This is an optimization exercise on Yosys and OpenROAD, whose aim is small area, not a production implementation.
Where RTL was checked, it was by simulation tests only, not by an equivalence proof against the original.
No activity file was given, so power comes from the tool's default toggle rates.

## MAC
module MAC
    (
    input                                   clk     ,
    input                                   rst_n   ,
    output                                  MACMUX_Val,
    output reg [4    -1 : 0] MACMUX_Addr,
    output reg[ 32            -1 : 0] MACMUX_Psum,
    input                                   MUXMAC_Rdy,
    output                                  MACMUX_Empty,
    output                                  MACARB_ReqHelp,
    input                                   ARBMAC_Rst,
    input [ 2                       -1 : 0] PEBMAC_WeiCol,
    input [(
(8192*4*16*16/32) <= (1<<0) ? 0 : (8192*4*16*16/32) <= (1<<1) ? 1 :
(8192*4*16*16/32) <= (1<<2) ? 2 : (8192*4*16*16/32) <= (1<<3) ? 3 :
(8192*4*16*16/32) <= (1<<4) ? 4 : (8192*4*16*16/32) <= (1<<5) ? 5 :
(8192*4*16*16/32) <= (1<<6) ? 6 : (8192*4*16*16/32) <= (1<<7) ? 7 :
(8192*4*16*16/32) <= (1<<8) ? 8 : (8192*4*16*16/32) <= (1<<9) ? 9 :
(8192*4*16*16/32) <= (1<<10) ? 10 : (8192*4*16*16/32) <= (1<<11) ? 11 :
(8192*4*16*16/32) <= (1<<12) ? 12 : (8192*4*16*16/32) <= (1<<13) ? 13 :
(8192*4*16*16/32) <= (1<<14) ? 14 : (8192*4*16*16/32) <= (1<<15) ? 15 :
(8192*4*16*16/32) <= (1<<16) ? 16 : (8192*4*16*16/32) <= (1<<17) ? 17 :
(8192*4*16*16/32) <= (1<<18) ? 18 : (8192*4*16*16/32) <= (1<<19) ? 19 :
(8192*4*16*16/32) <= (1<<20) ? 20 : (8192*4*16*16/32) <= (1<<21) ? 21 :
(8192*4*16*16/32) <= (1<<22) ? 22 : (8192*4*16*16/32) <= (1<<23) ? 23 :
(8192*4*16*16/32) <= (1<<24) ? 24 : (8192*4*16*16/32) <= (1<<25) ? 25 :
(8192*4*16*16/32) <= (1<<26) ? 26 : (8192*4*16*16/32) <= (1<<27) ? 27 :
  ...
Size: ~260 I/O pins, roughly 12,000 sq um of cells after synthesis.
clock: 9.0 ns
lec_check: 0
abc_area: 1
cap_margin: 20
core_margin: 2
core_utilization: 55
cts_buf_list: sky130_fd_sc_hd__clkbuf_8
place_density: 0.7
slew_margin: 20
synth_hierarchical: 1
synth_minimum_keep_size: 0
standard.sh (not shown) runs the stock make flow with config.mk's settings and CLKGATE_MAP_FILE= SYNTH_SCRIPT=/design/flow/synth_recipe.tcl, a recipe that flattens the netlist after the stock synthesis.
==> flow/flow/run.sh <==
#!/bin/bash
# Layout flow: the standard flow (standard.sh), with two changes.
# 1. After the standard synthesis, the combinational logic of the netlist is
#    mapped again by ABC for area (amap). Registers, full and half adders and
#    tie cells are kept as they are (same instances, names and cell types).
#    The new netlist is proven equivalent to the standard one with Yosys
#    (equiv_make / equiv_simple / equiv_induct); if that proof fails the
#    standard netlist is kept.
# 2. Port buffers are buf_1 cells; clock tree: clkbuf_8, no dummy loads;
#    after synthesis the buffers buf_4 and larger are not used (smaller
#    buffers instead), on top of the platform's own dont-use list.
# Each tool writes its full output to a log_*.log file in this folder.
set -euo pipefail
export BUFFER_PORTS_ARGS="-buffer_cell sky130_fd_sc_hd__buf_1"
export CTS_ARGS="-sink_clustering_enable -repair_clock_nets -buf_list sky130_fd_sc_hd__clkbuf_8 -dont_use_dummy_load"
YOSYS=$FLOW_HOME/../tools/install/yosys/bin/yosys
R=orfs/results/$FLOW_PLATFORM/MAC/base
LIB=$FLOW_HOME/platforms/$FLOW_PLATFORM/lib/sky130_fd_sc_hd__tt_025C_1v80.lib

bash standard.sh synth > log_1_standard_synth.log 2>&1
cp $R/1_2_yosys.v flow_standard.v

KEEP=$(grep -o 'sky130_fd_sc_hd__\(fa\|ha\|df\|edf\|sdf\|dl\|conb\)[a-z0-9_]*' flow_standard.v | sort -u | tr '\n' ' ')
DONT=$(grep -o 'cell *( *"\?sky130_fd_sc_hd__\(lpflow\|probe\)[a-z0-9_]*' $LIB | sed 's/.*(\s*"\?//' | sort -u | sed 's/^/-dont_use /' | tr '\n' ' ')
printf 'strash\ndch -f\namap\n' > remap.abc
cat > remap.ys <<EOF
read_liberty -ignore_miss_func $LIB
read_verilog flow_standard.v
hierarchy -top $FLOW_TOP
setattr -mod -set keep_hierarchy 1 $KEEP
flatten
opt_clean
abc -liberty $LIB -script remap.abc $DONT
opt_clean -purge
hilomap -singleton -hicell sky130_fd_sc_hd__conb_1 HI -locell sky130_fd_sc_hd__conb_1 LO
insbuf -buf sky130_fd_sc_hd__buf_1 A X
splitnets
opt_clean -purge
stat -liberty $LIB
write_verilog -noattr -noexpr -nohex -nodec -selected flow_remap_all.v
EOF
$YOSYS -l log_2_remap.log -q -s remap.ys > /dev/null 2>&1
awk -v top="$FLOW_TOP" '$1=="module" && $2 ~ "^"top"[ (]*" {on=1} on {print} on && /^endmodule/ {on=0}' flow_remap_all.v > flow_remap.v

cat > equiv.ys <<EOF
read_liberty -ignore_miss_func $LIB
read_verilog flow_standard.v
rename $FLOW_TOP gold
read_verilog flow_remap.v
rename $FLOW_TOP gate
flatten gold gate
async2sync
opt_clean
equiv_make gold gate equiv
equiv_simple -undef
equiv_induct -undef
equiv_status -assert
EOF
if $YOSYS -l log_3_equiv.log -q -s equiv.ys > /dev/null 2>&1; then
  echo "remapped netlist proven equivalent; using it"
  cp flow_remap.v $R/1_2_yosys.v
else
  echo "equivalence proof failed; keeping the standard netlist"
fi
touch $R/1_2_yosys.v
bash standard.sh synth > log_4_synth_odb.log 2>&1
PLAT_DONT=$(sed -n '/^export DONT_USE_CELLS/,/^#/p' $FLOW_HOME/platforms/$FLOW_PLATFORM/config.mk | grep -o 'sky130_fd_sc_hd__[a-z0-9_]*' | tr '\n' ' ')
MORE="sky130_fd_sc_hd__buf_4 sky130_fd_sc_hd__buf_6 sky130_fd_sc_hd__buf_8 sky130_fd_sc_hd__buf_12 sky130_fd_sc_hd__buf_16 sky130_fd_sc_hd__bufbuf_8 sky130_fd_sc_hd__bufbuf_16"
bash standard.sh "DONT_USE_CELLS=$PLAT_DONT $MORE" finish > log_5_finish.log 2>&1
Edit:
--- a/flow/design.v
+++ b/flow/design.v
@@ -291,27 +291,25 @@
 localparam COMP    = 2'd2;
 localparam WAITMUX = 2'd3;
 reg  [1:0]  state;
 reg  [1:0]  next_state;
 reg         state_req;
 reg         MAC_Empty;
 reg  [1:0]  wei_col;         
 reg         cnt_any;         
 reg         MAC_Addr_val;
 reg         fnh;             
 reg         OffAct_nz;       
 reg         OffWei_nz;
-reg  [31:0] nActFlag, nWeiFlag;
-wire [31:0] ActFlag = ~nActFlag;
-wire [31:0] WeiFlag = ~nWeiFlag;
+reg  [31:0] ActFlag, WeiFlag;
 reg         MACAW_ValOffset;
 reg         MAC_Fnh;
 reg  [4:0]  MACAW_OffsetAct;
 reg  [4:0]  MACAW_OffsetWei;
 wire comp     = state == COMP;
 wire data_val = MAC_Wei_Val & MAC_Act_Val;
 wire en_mac   = MAC_Addr_val & data_val & ~fnh;
 wire pipe     = comp & (~MAC_Addr_val | data_val);
 wire MAC_FnhRow = (MACMUX_Addr == 4'd0 - {2'b00, wei_col}) & cnt_any & MAC_Fnh;
 wire val_comp = cnt_any & (MACMUX_Addr != 4'd0) & (MACMUX_Addr != 4'd15);
 wire done     = (~val_comp & en_mac) | ~MAC_Addr_val;
 wire MAC_Sta  = (state == WAITFLG) & MAC_FlgWei_Val & MAC_FlgAct_Val;
@@ -412,26 +410,26 @@
 genvar i;
 generate
     for (i = 0; i < 32; i = i + 1) begin : g_s
         assign S[i+1] = S[i] | (ActFlag[i] & WeiFlag[i]);
     end
 endgenerate
 wire        wf   = state == WAITFLG;
 wire [31:0] keep = (S[31:0] | {32{~pipe}}) & {32{~wf}};
 wire [4:0]  Offset_Act, Offset_Wei;
 POPC32 u_pa (.x(ActFlag & ~S[31:0]), .y(Offset_Act));
 POPC32 u_pw (.x(WeiFlag & ~S[31:0]), .y(Offset_Wei));
 always @(posedge clk) begin
-    nActFlag <= ~(({32{wf}} & MAC_FlgAct) | (keep & ActFlag));
-    nWeiFlag <= ~(({32{wf}} & MAC_FlgWei) | (keep & WeiFlag));
+    ActFlag <= ({32{wf}} & MAC_FlgAct) | (keep & ActFlag);
+    WeiFlag <= ({32{wf}} & MAC_FlgWei) | (keep & WeiFlag);
 end
 always @(posedge clk) begin
     if (wf) begin
         MACAW_ValOffset <= 1'b0;
         MAC_Fnh         <= 1'b0;
     end else if (pipe) begin
         MACAW_ValOffset <= (|ActFlag) | (|WeiFlag);
         MAC_Fnh         <= ~S[32];
     end
 end
 always @(posedge clk or negedge rst_n) begin
     if (!rst_n) begin
Effect: Cell count came out higher by a few percent; global-route usage came out lower by 0.86 points; worst setup slack is better by 59 ps; design area came out higher slightly; worst hold slack is better by 18 ps; die area came out higher slightly; routed wire length came out lower slightly; non-clock buffer count came out higher by 10; fmax came out higher slightly; power hardly moves.

## 01-12
Another version of the RTL of MAC (not shown whole).
Size in the first run: roughly 1300 cells after synthesis, ~260 I/O pins.
clock: 9.0 ns
lec_check: 0
abc_area: 1
cap_margin: 20
core_margin: 2
core_utilization: 40
cts_buf_list: sky130_fd_sc_hd__clkbuf_8
place_density: 0.6
slew_margin: 20
synth_hierarchical: 1
synth_minimum_keep_size: 0
==> flow/flow/run.sh <==
#!/bin/bash
# Layout flow: the standard flow (standard.sh), with two changes.
# 1. After the standard synthesis, the combinational logic of the netlist is
#    mapped again by ABC for area (amap, twice). Registers, full and half adders and
#    tie cells are kept as they are (same instances, names and cell types).
#    The new netlist is proven equivalent to the standard one with Yosys
#    (equiv_make / equiv_simple / equiv_induct); if that proof fails the
#    standard netlist is kept.
# 2. Port buffers are buf_1 cells; clock tree: clkbuf_8, no dummy loads;
#    after synthesis the buffers buf_4 and larger are not used (smaller
#    buffers instead), on top of the platform's own dont-use list.
# Each tool writes its full output to a log_*.log file in this folder.
set -euo pipefail
export BUFFER_PORTS_ARGS="-buffer_cell sky130_fd_sc_hd__buf_1"
export CTS_ARGS="-sink_clustering_enable -repair_clock_nets -buf_list sky130_fd_sc_hd__clkbuf_8 -dont_use_dummy_load"
YOSYS=$FLOW_HOME/../tools/install/yosys/bin/yosys
R=orfs/results/$FLOW_PLATFORM/MAC/base
LIB=$FLOW_HOME/platforms/$FLOW_PLATFORM/lib/sky130_fd_sc_hd__tt_025C_1v80.lib

bash standard.sh synth > log_1_standard_synth.log 2>&1
cp $R/1_2_yosys.v flow_standard.v

KEEP=$(grep -o 'sky130_fd_sc_hd__\(fa\|ha\|df\|edf\|sdf\|dl\|conb\)[a-z0-9_]*' flow_standard.v | sort -u | tr '\n' ' ')
DONT=$(grep -o 'cell *( *"\?sky130_fd_sc_hd__\(lpflow\|probe\)[a-z0-9_]*' $LIB | sed 's/.*(\s*"\?//' | sort -u | sed 's/^/-dont_use /' | tr '\n' ' ')
printf 'strash\ndch -f\namap\nstrash\ndch -f\namap\n' > remap.abc
cat > remap.ys <<EOF
read_liberty -ignore_miss_func $LIB
read_verilog flow_standard.v
hierarchy -top $FLOW_TOP
setattr -mod -set keep_hierarchy 1 $KEEP
flatten
opt_clean
abc -liberty $LIB -script remap.abc $DONT
opt_clean -purge
hilomap -singleton -hicell sky130_fd_sc_hd__conb_1 HI -locell sky130_fd_sc_hd__conb_1 LO
insbuf -buf sky130_fd_sc_hd__buf_1 A X
splitnets
opt_clean -purge
stat -liberty $LIB
write_verilog -noattr -noexpr -nohex -nodec -selected flow_remap_all.v
EOF
$YOSYS -l log_2_remap.log -q -s remap.ys > /dev/null 2>&1
awk -v top="$FLOW_TOP" '$1=="module" && $2 ~ "^"top"[ (]*" {on=1} on {print} on && /^endmodule/ {on=0}' flow_remap_all.v > flow_remap.v

cat > equiv.ys <<EOF
read_liberty -ignore_miss_func $LIB
read_verilog flow_standard.v
rename $FLOW_TOP gold
read_verilog flow_remap.v
rename $FLOW_TOP gate
flatten gold gate
async2sync
opt_clean
equiv_make gold gate equiv
equiv_simple -undef
equiv_induct -undef
equiv_status -assert
EOF
if $YOSYS -l log_3_equiv.log -q -s equiv.ys > /dev/null 2>&1; then
  echo "remapped netlist proven equivalent; using it"
  cp flow_remap.v $R/1_2_yosys.v
else
  echo "equivalence proof failed; keeping the standard netlist"
fi
touch $R/1_2_yosys.v
bash standard.sh synth > log_4_synth_odb.log 2>&1
PLAT_DONT=$(sed -n '/^export DONT_USE_CELLS/,/^#/p' $FLOW_HOME/platforms/$FLOW_PLATFORM/config.mk | grep -o 'sky130_fd_sc_hd__[a-z0-9_]*' | tr '\n' ' ')
MORE="sky130_fd_sc_hd__buf_4 sky130_fd_sc_hd__buf_6 sky130_fd_sc_hd__buf_8 sky130_fd_sc_hd__buf_12 sky130_fd_sc_hd__buf_16 sky130_fd_sc_hd__bufbuf_8 sky130_fd_sc_hd__bufbuf_16"
bash standard.sh "DONT_USE_CELLS=$PLAT_DONT $MORE" finish > log_5_finish.log 2>&1
Inputs modified between 01-12 and 06-17:
-- flow/design.v --
<<< 01-12, line 713
wire mc_211;
wire mc_212;
wire mc_213;
wire mc_214;
wire mc_215;
wire mc_216;
wire mc_217;
wire mc_218;
wire mc_219;
wire mc_220;
wire mc_221;
wire mc_222;
wire mc_223;
wire mc_224;
wire mc_225;
assign mc_1 = a[0] & w[0];
assign mc_2 = a[0] & w[1];
>>> 06-17, line 713
wire mc_211;
wire mc_212;
assign mc_1 = a[0] & w[0];
assign mc_2 = a[0] & w[1];
<<< 01-12, line 861
ADDF mc_f66 (.a(mc_146), .b(mc_155), .c(mc_198), .s(mc_199), .co(mc_200));
ADDF mc_f67 (.a(mc_156), .b(mc_163), .c(mc_200), .s(mc_201), .co(mc_202));
ADDH mc_h68 (.a(mc_164), .b(mc_169), .s(mc_203), .co(mc_204));
ADDF mc_f69 (.a(mc_170), .b(mc_173), .c(mc_204), .s(mc_205), .co(mc_206));
ADDF mc_f70 (.a(mc_174), .b(mc_175), .c(mc_206), .s(mc_207), .co(mc_208));
ADDH mc_h71 (.a(mc_177), .b(mc_208), .s(mc_209), .co(mc_210));
assign mc_211 = ~(mc_164 ^ mc_169);
assign mc_212 = mc_164 | mc_169;
ADDF mc_f72 (.a(mc_170), .b(mc_173), .c(mc_212), .s(mc_213), .co(mc_214));
ADDF mc_f73 (.a(mc_174), .b(mc_175), .c(mc_214), .s(mc_215), .co(mc_216));
ADDH mc_h74 (.a(mc_177), .b(mc_216), .s(mc_217), .co(mc_218));
assign mc_219 = mc_202 ? mc_211 : mc_203;
assign mc_220 = mc_202 ? mc_213 : mc_205;
assign mc_221 = mc_202 ? mc_215 : mc_207;
assign mc_222 = mc_202 ? mc_217 : mc_209;
assign mc_223 = mc_202 ? mc_218 : mc_210;
assign mc_224 = mc_178 & mc_223;
assign mc_225 = ~(mc_178 | mc_223);
wire [16:0] ones, zeros;
assign ones[0] = 1'b1;
>>> 06-17, line 848
ADDF mc_f66 (.a(mc_146), .b(mc_155), .c(mc_198), .s(mc_199), .co(mc_200));
ADDF mc_f67 (.a(mc_156), .b(mc_163), .c(mc_200), .s(mc_201), .co(mc_202));
ADDF mc_f68 (.a(mc_164), .b(mc_169), .c(mc_202), .s(mc_203), .co(mc_204));
ADDF mc_f69 (.a(mc_170), .b(mc_173), .c(mc_204), .s(mc_205), .co(mc_206));
ADDF mc_f70 (.a(mc_174), .b(mc_175), .c(mc_206), .s(mc_207), .co(mc_208));
ADDH mc_h71 (.a(mc_177), .b(mc_208), .s(mc_209), .co(mc_210));
assign mc_211 = mc_178 & mc_210;
assign mc_212 = ~(mc_178 | mc_210);
wire [16:0] ones, zeros;
assign ones[0] = 1'b1;
<<< 01-12, line 884
    assign ones[k+1]  = ones[k] & p[16+k];
    assign zeros[k+1] = zeros[k] & ~p[16+k];
    assign y[16+k] = p[16+k] ^ ((mc_224 & ones[k]) | (mc_225 & zeros[k]));
end endgenerate
assign y[15:0] = {mc_222, mc_221, mc_220, mc_219, mc_201, mc_199, mc_197, mc_195, mc_193, mc_191, mc_189, mc_187, mc_185, mc_183, mc_181, mc_179};
endmodule
>>> 06-17, line 861
    assign ones[k+1]  = ones[k] & p[16+k];
    assign zeros[k+1] = zeros[k] & ~p[16+k];
    assign y[16+k] = p[16+k] ^ ((mc_211 & ones[k]) | (mc_212 & zeros[k]));
end endgenerate
assign y[15:0] = {mc_209, mc_207, mc_205, mc_203, mc_201, mc_199, mc_197, mc_195, mc_193, mc_191, mc_189, mc_187, mc_185, mc_183, mc_181, mc_179};
endmodule
## What came out
06-17 ended up with a higher count of cells along the worst register-to-register path than 01-12 did.
Per the comparison of 06-17 with 01-12, overall track demand over capacity in global routing shows no meaningful change, final period utilization went up 12 points.
01-12 → 06-17: total of fill cells in the finished design went down; global-route wire length before repair went up.
06-17: flow complete, layout not clean; failing: setup timing
Number of standard cells in the layout, taps in and fillers out, 06-17 and 01-12: larger value in 06-17
Compared with 01-12, 06-17 shows a higher critical path depth.
Taking 06-17 over 01-12, the non-clock buffer count ratio works out to 1.2.
01-12 → 06-17: post-synthesis average cell area picked up an extra 0.64%, setup-violating endpoint count in the final report +9.
No functional check of the RTL was part of any run of this note.

[re-timing with driven ports]
The flow's constraints put no driver on any port. The routed layouts listed below were extracted and timed again, unchanged, in two steps.
Step 1: set_driving_cell puts a clkbuf_16 on clk and a buf_2 on each other input, an assumption about the parent block.
Step 2 moves the port delays by t, midway between the first and last clock arrival at a register: inputs arrive t later, outputs are due t later. That takes back most of the time a late clock gives input paths.
Slacks: ideal ports / drivers / drivers and shift; pairs: ideal ports / drivers.
run | t, ns | setup WS [ns] | hold WS [ns]
the first run of note 1 | 0.497 | 0.456 / 0.473 / -0.024 | 0.422 / 0.422 / 0.422
the second run of note 1 | 0.489 | 0.515 / 0.532 / 0.043 | 0.440 / 0.440 / 0.440
01-12 | 0.502 | 0.417 / 0.437 / -0.065 | 0.441 / 0.441 / 0.441
06-17 | 0.487 | -0.636 / -0.646 / -1.133 | 0.458 / 0.458 / 0.458
Met with ideal ports but missed after step 2: setup timing in the first run of note 1 and 01-12. The setup slack of 06-17, which loses most, moves by -0.010 ns with the drivers and by -0.497 ns with both steps.
